What follows belongs to an exercise in optimizing a design on an open flow for small area, a short achievable clock period and few clock cycles; a production flow would make more cautious choices.
Where RTL was checked, it was by simulation tests only, not by an equivalence proof against the original.
No activity file was given, so power comes from the tool's default toggle rates.

==> run R: inputs <==
Design day12_top, start of the top module:
module day12_top #(
    parameter MAX_REGION_W = 64,
    parameter MAX_REGION_H = 64
) (
    input  wire clk,
    input  wire rst_n,
    input  wire in_valid,
    input  wire [31:0] in_data,
    output wire in_ready,
    output wire out_valid,
    output wire [31:0] out_data,
    input  wire out_ready
);
Settings: LEC_CHECK=0, CAP_MARGIN=20, CORE_MARGIN=2, CORE_UTILIZATION=60, SLEW_MARGIN=20, SYNTH_HIERARCHICAL=1; clock period 14.5 ns.
standard.sh (not shown) runs the stock make flow with config.mk's settings and CLKGATE_MAP_FILE= SYNTH_SCRIPT=/design/flow/synth_recipe.tcl, a recipe that flattens the netlist after the stock synthesis.
==> flow/flow/run.sh <==
#!/bin/bash
# The standard layout (the standard.sh: standard synthesis, floorplan,
# placement, CTS, routing), with one change: the buffers that global
# placement puts on every input and output port are buf_2 cells instead of
# the cell buffer_ports picks by default.
set -euo pipefail
export BUFFER_PORTS_ARGS="-buffer_cell sky130_fd_sc_hd__buf_2"
bash standard.sh > standard.log 2>&1
==> inputs of run M, as changes to run R <==
--- a/flow/config.mk
+++ b/flow/config.mk
@@ -8,5 +8,7 @@
 export CAP_MARGIN = 20
 export CORE_MARGIN = 2
 export CORE_UTILIZATION = 60
+export CTS_CLUSTER_DIAMETER = 80
+export CTS_CLUSTER_SIZE = 24
 export SLEW_MARGIN = 20
 export SYNTH_HIERARCHICAL = 1
==> summary of the runs <==
Synthesized cell count is the same in run R and run M. Flip-flop and latch count is the same in run M and run R. Between run R and run M, the lower clock-buffer cell count is in run M (gap 24). Against run M, the register-to-register slack of run R is higher by 0.07 ns. In critical path depth, run M and run R do not differ. Between run M and run R, the lower worst setup slack is in run R (gap 0.046 ns). Between run R and run M, the lower fmax is in run R (gap about 1%, measured against run M).
==> figures <==
quantity	run M	run R
Data required time of the worst path	14.96 ns	14.97 ns
End of the worst register-to-register path	accel.busy	accel.sg1_10
Total via count in the routed design	12100	12200
Detailed Route Iter0 Violations	764	777
Total detailed-routing wirelength	46500 um	46900 um
Outcome	finished clean	finished clean
Met3 wirelength from detailed routing	2920 um	3100 um
Net count, final	2063	2078
IR Drop Worst-Case VDD	0.0997 mV	0.106 mV
Post-layout utilization of the core	65.1%	66.6%
Fillcell total	2519	2450
Maximum single-stage delay on the critical path	0.78 ns	0.85 ns
Total non-filler cell area in the finished layout	0.0201 mm2	0.0205 mm2
Highest clock frequency the design can meet	232 MHz	230 MHz
Detailed-route wire length per cell	22.0 um	21.9 um
Amount of wire on met2 after detailed routing	21300 um	21300 um
No run of this note included a check of the RTL's function; only the layout flow was run.

========
==> run E <==
Another version of the RTL of day12_top (not shown whole).
export LEC_CHECK = 0
export CAP_MARGIN = 20
export CORE_MARGIN = 2
export CORE_UTILIZATION = 70
export CTS_CLUSTER_DIAMETER = 80
export CTS_CLUSTER_SIZE = 24
export SLEW_MARGIN = 20
export SYNTH_HIERARCHICAL = 1
create_clock -name core_clock -period 14.5 [get_ports {clk}]
Scripts as last shown in full above: flow/flow/run.sh
==> run F (differences from run E) <==
--- a/flow/design.v
+++ b/flow/design.v
@@ -1584,18 +1584,18 @@
     sm1_19 <= ms691;
     p_big <= big;
     if (!rst_n) begin
         p_wh <= 1'b0; p_q2 <= 1'b0; p_end <= 1'b0;
     end else begin
         p_wh <= r_wh; p_q2 <= r_q2; p_end <= r_end | late_end;
     end
 end
-reg  [20:0] acc;
-wire [20:0] sum_s, sum_c;
+reg  [19:0] acc;
+wire [19:0] sum_s, sum_c;
 wire bh1;
 wire bk2;
 wire bs3;
 wire bc4;
 wire bs5;
 wire bc6;
 wire bs7;
 wire bc8;
@@ -1706,18 +1706,16 @@
 wire bs113;
 wire bc114;
 wire bs115;
 wire bc116;
 wire bs117;
 wire bc118;
 wire bs119;
 wire bc120;
-wire bs121;
-wire bc122;
 day12_ha u_bh1 (.a(sg0_0), .b(sm0_0), .s(bh1), .co(bk2));
 day12_fa u_bs3 (.a(sg0_1), .b(sm0_1), .c(sg1_1), .s(bs3), .co(bc4));
 day12_fa u_bs5 (.a(sg0_2), .b(sm0_2), .c(sg1_2), .s(bs5), .co(bc6));
 day12_fa u_bs7 (.a(sg0_3), .b(sm0_3), .c(sg1_3), .s(bs7), .co(bc8));
 day12_fa u_bs9 (.a(sg0_4), .b(sm0_4), .c(sg1_4), .s(bs9), .co(bc10));
 day12_fa u_bs11 (.a(sg0_5), .b(sm0_5), .c(sg1_5), .s(bs11), .co(bc12));
 day12_fa u_bs13 (.a(sg0_6), .b(sm0_6), .c(sg1_6), .s(bs13), .co(bc14));
 day12_fa u_bs15 (.a(sg0_7), .b(sm0_7), .c(sg1_7), .s(bs15), .co(bc16));
@@ -1768,37 +1766,36 @@
 day12_fa u_bs105 (.a(bs25), .b(bc64), .c(bs65), .s(bs105), .co(bc106));
 day12_fa u_bs107 (.a(bs27), .b(bc66), .c(bs67), .s(bs107), .co(bc108));
 day12_fa u_bs109 (.a(bs29), .b(bc68), .c(bs69), .s(bs109), .co(bc110));
 day12_fa u_bs111 (.a(bs31), .b(bc70), .c(bs71), .s(bs111), .co(bc112));
 day12_fa u_bs113 (.a(bc32), .b(bs73), .c(bc72), .s(bs113), .co(bc114));
 day12_fa u_bs115 (.a(bs35), .b(bc74), .c(bs75), .s(bs115), .co(bc116));
 day12_fa u_bs117 (.a(bs37), .b(bc76), .c(bs77), .s(bs117), .co(bc118));
 day12_fa u_bs119 (.a(bs39), .b(bc78), .c(bs79), .s(bs119), .co(bc120));
-day12_fa u_bs121 (.a(acc[20]), .b(bc40), .c(bc80), .s(bs121), .co(bc122));
-assign sum_s = {bc120, bc118, bc116, bc114, bc112, bc110, bc108, bc106, bc104, bc102, bc100, bc98, bc96, bc94, bc92, bc90, bc88, bc86, bc84, bk82, bh81};
-assign sum_c = {bs121, bs119, bs117, bs115, bs113, bs111, bs109, bs107, bs105, bs103, bs101, bs99, bs97, bs95, bs93, bs91, bs89, bs87, bs85, bs83, bh1};
-wire [20:0] sum = sum_s + sum_c;
-reg         bigf;
-wire        fit = p_q2 & (bigf | sum[20]);
+assign sum_s = {bc118, bc116, bc114, bc112, bc110, bc108, bc106, bc104, bc102, bc100, bc98, bc96, bc94, bc92, bc90, bc88, bc86, bc84, bk82, bh81};
+assign sum_c = {bs119, bs117, bs115, bs113, bs111, bs109, bs107, bs105, bs103, bs101, bs99, bs97, bs95, bs93, bs91, bs89, bs87, bs85, bs83, bh1};
+wire [19:0] sum = sum_s + sum_c;
+reg         satf;
+wire        fit = p_q2 & (satf | sum[19]);
 reg         f_fit, f_end;
 reg inreg;
 always @(posedge clk) begin
     if (!rst_n || p_q2)
         inreg <= 1'b0;
     else if (p_wh)
         inreg <= 1'b1;
     if (!rst_n || p_q2 || !(inreg || p_wh))
-        acc <= 21'd0;
+        acc <= 20'd0;
     else if (p_wh)
         acc <= ~sum;
     else
         acc <= sum;
     if (p_wh)
-        bigf <= p_big;
+        satf <= p_big | sum[19];
     f_fit <= fit;
     if (r_v && phase == PH_HDR)
         count <= 16'd0;
     else
         count <= count + {15'd0, f_fit};
     if (!rst_n) begin
         ovalid <= 1'b0;
         f_end <= 1'b0;
- CORE_UTILIZATION: 70 -> 60
==> run K (differences from run E) <==
- ABC_AREA: not set -> 1
- CORE_UTILIZATION: 70 -> 60
==> run X (differences from run E) <==
--- a/flow/design.v
+++ b/flow/design.v
@@ -26,20 +26,18 @@
 reg         ovalid;
 reg  [15:0] count;
 reg  [7:0]  cells [0:7];
 reg  [31:0] r_data;
 reg  [31:0] r_a;           
 reg  [3:0]  r_a1w;
 reg         r_v;
 reg         r_wh, r_q1, r_q2, r_end;
-reg         pstall;        
-reg         nrdy;          
-wire accept = in_valid & ~nrdy;
-assign in_ready  = ~nrdy;
+wire accept = in_valid & ~busy;
+assign in_ready  = ~busy;
 assign out_valid = ovalid;
 assign out_data  = {16'd0, count};
 wire [7:0] rhc = r_data[23:16];
 wire       r_ns_zero = (r_data[15:0] == 16'd0);
 wire       r_nr_zero = (r_data[31:16] == 16'd0);
 wire [3:0] r_ns_clamp = (r_data[15:4] != 12'd0 || r_data[3]) ? 4'd8 : {1'b0, r_data[2:0]};
 reg [1:0]  nxt_phase;
 reg [2:0]  nxt_idx;
@@ -84,40 +82,41 @@
                         nxt_phase = PH_HDR;
                 end else begin
                     nxt_rsub = rsub + 2'd1;
                 end
             end
         endcase
     end
 end
+wire in_ns_zero = (in_data[15:0] == 16'd0);
+wire in_nr_zero = (in_data[31:16] == 16'd0);
+wire in_hc_zero = (in_data[23:16] == 8'd0);
 wire hdr_in_r  = r_v && (phase == PH_HDR);
 wire rdec      = r_v && (phase == PH_REG) && (rsub == 2'd2);
 wire sdec      = r_v && (phase == PH_SHDR || phase == PH_SDATA) && sdone;
 wire n_last_shape = hdr_in_r ? (r_ns_clamp == 4'd1) : (sdec ? (sleft == 4'd2) : (sleft == 4'd1));
 wire n_rl_zero = hdr_in_r ? r_nr_zero : (rdec ? (rleft == 16'd1) : (rleft == 16'd0));
 wire n_rl_one  = hdr_in_r ? (r_data[31:16] == 16'd1) : (rdec ? (rleft == 16'd2) : (rleft == 16'd1));
 wire n_wl_one  = (r_v && phase == PH_SHDR) ? (rhc[7:2] == 6'd0 && rhc[1:0] != 2'd0) || (rhc == 8'd4)
                                            : ((r_v && phase == PH_SDATA) ? (wl == 7'd2) : (wl == 7'd1));
 wire n_reg = (nxt_phase == PH_REG);
 wire t_wh = accept & n_reg & (nxt_rsub == 2'd0);
 wire t_q1 = accept & n_reg & (nxt_rsub == 2'd1);
 wire t_q2 = accept & n_reg & (nxt_rsub == 2'd2);
 reg  end_if;
 always @(*) begin
     case (nxt_phase)
-        PH_HDR, PH_SHDR: end_if = 1'b0;
+        PH_HDR:   end_if = in_ns_zero & in_nr_zero;
+        PH_SHDR:  end_if = in_hc_zero & n_last_shape & n_rl_zero;
         PH_SDATA: end_if = n_wl_one & n_last_shape & n_rl_zero;
         default:  end_if = (nxt_rsub == 2'd2) & n_rl_one;
     endcase
 end
-wire t_end   = accept & end_if;
-wire t_maybe = accept & ((nxt_phase == PH_HDR) | ((nxt_phase == PH_SHDR) & n_last_shape & n_rl_zero));
-wire late_end = pstall & ((phase == PH_HDR) ? (r_ns_zero & r_nr_zero) : (rhc == 8'd0));
-wire busy_nxt = t_end | late_end | (busy & ~(ovalid & out_ready));
+wire t_end = accept & end_if;
 integer i;
 wire [31:0] a_in = ({32{t_wh}} & {in_data[7:0], in_data[15:8], 8'd0, in_data[23:16]})
                  | ({32{t_q1}} & {cells[3], cells[2], cells[1], cells[0]})
                  | ({32{t_q2}} & {cells[7], cells[6], cells[5], cells[4]});
 always @(posedge clk) begin
     r_data <= in_data;
     r_a    <= a_in;
     r_a1w  <= {4{t_wh}} & in_data[27:24];
@@ -128,27 +127,26 @@
     rleft <= nxt_rleft;
     rsub  <= nxt_rsub;
     if (r_v && phase == PH_SHDR)
         cells[idx] <= rhc;
     if (!rst_n) begin
         phase <= PH_HDR;
         r_v   <= 1'b0;
         busy  <= 1'b0;
-        pstall <= 1'b0;
-        nrdy  <= 1'b0;
         r_wh <= 1'b0; r_q1 <= 1'b0; r_q2 <= 1'b0; r_end <= 1'b0;
         for (i = 0; i < 8; i = i + 1)
             cells[i] <= 8'd0;
     end else begin
         r_v <= accept;
         r_wh <= t_wh; r_q1 <= t_q1; r_q2 <= t_q2; r_end <= t_end;
-        busy   <= busy_nxt;
-        pstall <= t_maybe;
-        nrdy   <= busy_nxt | t_maybe;
+        if (t_end)
+            busy <= 1'b1;
+        else if (ovalid && out_ready)
+            busy <= 1'b0;
     end
 end
 wire wh = r_wh;
 wire [7:0] by0 = r_data[7:0];
 wire [7:0] by1 = r_data[15:8];
 wire [7:0] by2 = r_data[23:16];
 wire [7:0] by3 = r_data[31:24];
 wire [7:0] a0 = r_a[7:0];
@@ -1581,21 +1579,21 @@
     sg1_18 <= gm731;
     sm1_18 <= pp380;
     sg1_19 <= gm732;
     sm1_19 <= ms691;
     p_big <= big;
     if (!rst_n) begin
         p_wh <= 1'b0; p_q2 <= 1'b0; p_end <= 1'b0;
     end else begin
-        p_wh <= r_wh; p_q2 <= r_q2; p_end <= r_end | late_end;
+        p_wh <= r_wh; p_q2 <= r_q2; p_end <= r_end;
     end
 end
-reg  [20:0] acc;
-wire [20:0] sum_s, sum_c;
+reg  [19:0] acc;
+wire [19:0] sum_s, sum_c;
 wire bh1;
 wire bk2;
 wire bs3;
 wire bc4;
 wire bs5;
 wire bc6;
 wire bs7;
 wire bc8;
@@ -1706,18 +1704,16 @@
 wire bs113;
 wire bc114;
 wire bs115;
 wire bc116;
 wire bs117;
 wire bc118;
 wire bs119;
 wire bc120;
-wire bs121;
-wire bc122;
 day12_ha u_bh1 (.a(sg0_0), .b(sm0_0), .s(bh1), .co(bk2));
 day12_fa u_bs3 (.a(sg0_1), .b(sm0_1), .c(sg1_1), .s(bs3), .co(bc4));
 day12_fa u_bs5 (.a(sg0_2), .b(sm0_2), .c(sg1_2), .s(bs5), .co(bc6));
 day12_fa u_bs7 (.a(sg0_3), .b(sm0_3), .c(sg1_3), .s(bs7), .co(bc8));
 day12_fa u_bs9 (.a(sg0_4), .b(sm0_4), .c(sg1_4), .s(bs9), .co(bc10));
 day12_fa u_bs11 (.a(sg0_5), .b(sm0_5), .c(sg1_5), .s(bs11), .co(bc12));
 day12_fa u_bs13 (.a(sg0_6), .b(sm0_6), .c(sg1_6), .s(bs13), .co(bc14));
 day12_fa u_bs15 (.a(sg0_7), .b(sm0_7), .c(sg1_7), .s(bs15), .co(bc16));
@@ -1768,37 +1764,36 @@
 day12_fa u_bs105 (.a(bs25), .b(bc64), .c(bs65), .s(bs105), .co(bc106));
 day12_fa u_bs107 (.a(bs27), .b(bc66), .c(bs67), .s(bs107), .co(bc108));
 day12_fa u_bs109 (.a(bs29), .b(bc68), .c(bs69), .s(bs109), .co(bc110));
 day12_fa u_bs111 (.a(bs31), .b(bc70), .c(bs71), .s(bs111), .co(bc112));
 day12_fa u_bs113 (.a(bc32), .b(bs73), .c(bc72), .s(bs113), .co(bc114));
 day12_fa u_bs115 (.a(bs35), .b(bc74), .c(bs75), .s(bs115), .co(bc116));
 day12_fa u_bs117 (.a(bs37), .b(bc76), .c(bs77), .s(bs117), .co(bc118));
 day12_fa u_bs119 (.a(bs39), .b(bc78), .c(bs79), .s(bs119), .co(bc120));
-day12_fa u_bs121 (.a(acc[20]), .b(bc40), .c(bc80), .s(bs121), .co(bc122));
-assign sum_s = {bc120, bc118, bc116, bc114, bc112, bc110, bc108, bc106, bc104, bc102, bc100, bc98, bc96, bc94, bc92, bc90, bc88, bc86, bc84, bk82, bh81};
-assign sum_c = {bs121, bs119, bs117, bs115, bs113, bs111, bs109, bs107, bs105, bs103, bs101, bs99, bs97, bs95, bs93, bs91, bs89, bs87, bs85, bs83, bh1};
-wire [20:0] sum = sum_s + sum_c;
-reg         bigf;
-wire        fit = p_q2 & (bigf | sum[20]);
+assign sum_s = {bc118, bc116, bc114, bc112, bc110, bc108, bc106, bc104, bc102, bc100, bc98, bc96, bc94, bc92, bc90, bc88, bc86, bc84, bk82, bh81};
+assign sum_c = {bs119, bs117, bs115, bs113, bs111, bs109, bs107, bs105, bs103, bs101, bs99, bs97, bs95, bs93, bs91, bs89, bs87, bs85, bs83, bh1};
+wire [19:0] sum = sum_s + sum_c;
+reg         satf;
+wire        fit = p_q2 & (satf | sum[19]);
 reg         f_fit, f_end;
 reg inreg;
 always @(posedge clk) begin
     if (!rst_n || p_q2)
         inreg <= 1'b0;
     else if (p_wh)
         inreg <= 1'b1;
     if (!rst_n || p_q2 || !(inreg || p_wh))
-        acc <= 21'd0;
+        acc <= 20'd0;
     else if (p_wh)
         acc <= ~sum;
     else
         acc <= sum;
     if (p_wh)
-        bigf <= p_big;
+        satf <= p_big | sum[19];
     f_fit <= fit;
     if (r_v && phase == PH_HDR)
         count <= 16'd0;
     else
         count <= count + {15'd0, f_fit};
     if (!rst_n) begin
         ovalid <= 1'b0;
         f_end <= 1'b0;
- CORE_UTILIZATION: 70 -> 60
- CTS_CLUSTER_DIAMETER: 80 -> not set
- CTS_CLUSTER_SIZE: 24 -> not set
==> comparison <==
- Of run E and run K, run K has the higher die area (gap 16%, measured against run K).
- Of run K and run E, run K has the higher first-iteration DRC count (gap about 11%, measured against run E).
- Against run E, the critical path depth of run F is higher by 12.
- Register-to-register slack: run F is worse than run E (0.35 ns).
- Clock skew: run K is lower than run F (0.0064 ns).
==> figures <==
Outcome: run K complete, no violations; run E complete, no violations; run X complete, no violations; run F complete, no violations
Critical path launch point: run K rst_n; run E accel.count[2]; run X in_data[26]; run F accel.sg0_2
Power Sequential: run K 908 uW; run E 868 uW; run X 860 uW; run F 864 uW
Routed met2 length: run K 23100 um; run E 22100 um; run X 21700 um; run F 21800 um
Number of cell rows: run K 65; run E 60; run X 64; run F 65
Number of vias per cell: run K 5.48; run E 6.04; run X 5.74; run F 5.72
Total of clock buffers placed in the layout: run K 22; run E 23; run X 45; run F 24
Worst ir drop on vdd: run K 90.6 uV; run E 85.2 uV; run X 115 uV; run F 86.9 uV
Met3 layer wire length in the routed design: run K 4030 um; run E 2800 um; run X 2770 um; run F 2740 um
Num CTS Buffers: run K 18; run E 18; run X 34; run F 19
Wire length of the first global-routing pass: run K 80700 um; run E 73400 um; run X 74900 um; run F 75100 um
Length in cells of the worst reg-to-reg path: run K 10; run E 8; run X 9; run F 13
Testbench counts of run E, summed over its fixed seeds: cycles 41,785.
Testbench counts of run F, summed over its fixed seeds: cycles 41,785.
Testbench counts of run K, summed over its fixed seeds: cycles 41,785.
Testbench counts of run X, summed over its fixed seeds: cycles 41,753.

==> separate check: timing with driven ports <==
The results above use ideal ports. As a check the final layouts listed here were re-extracted and re-timed, cells and wires unchanged.
Step 1: set_driving_cell puts a clkbuf_16 on clk and a buf_2 on each other input, an assumption about the parent block.
Step 2, shift: input delay + t, output delay - t, t = (earliest + latest rising clock arrival at the registers) / 2. This alone moves slack from input paths to output paths.
a / b / c = ideal ports / drivers / drivers and shift; a / b = the first two.
run | t (ns) | slack for setup (ns) | worst setup path at the end | worst register clock-pin slew, ns | worst data-port slew with drivers (ns)
run R | 0.564 | 10.150 / 10.186 / 9.623 | input to register | 0.06 / 0.06 | 0.03
run M | 0.577 | 10.196 / 10.233 / 9.655 | input to register | 0.10 / 0.10 | 0.03
run E | 0.572 | 10.362 / 10.306 / 10.001 | input to register | 0.10 / 0.10 | 0.04
run F | 0.560 | 10.181 / 10.181 / 10.181 | register to register | 0.10 / 0.10 | 0.05
run K | 0.560 | 10.096 / 10.132 / 9.572 | input to register | 0.10 / 0.10 | 0.03
run X | 0.562 | 10.236 / 10.270 / 9.708 | input to register | 0.06 / 0.06 | 0.04
After both steps setup and hold are still met in every run listed. The setup slack of run M, which loses most, moves by +0.037 ns with the drivers and by -0.541 ns with both steps.
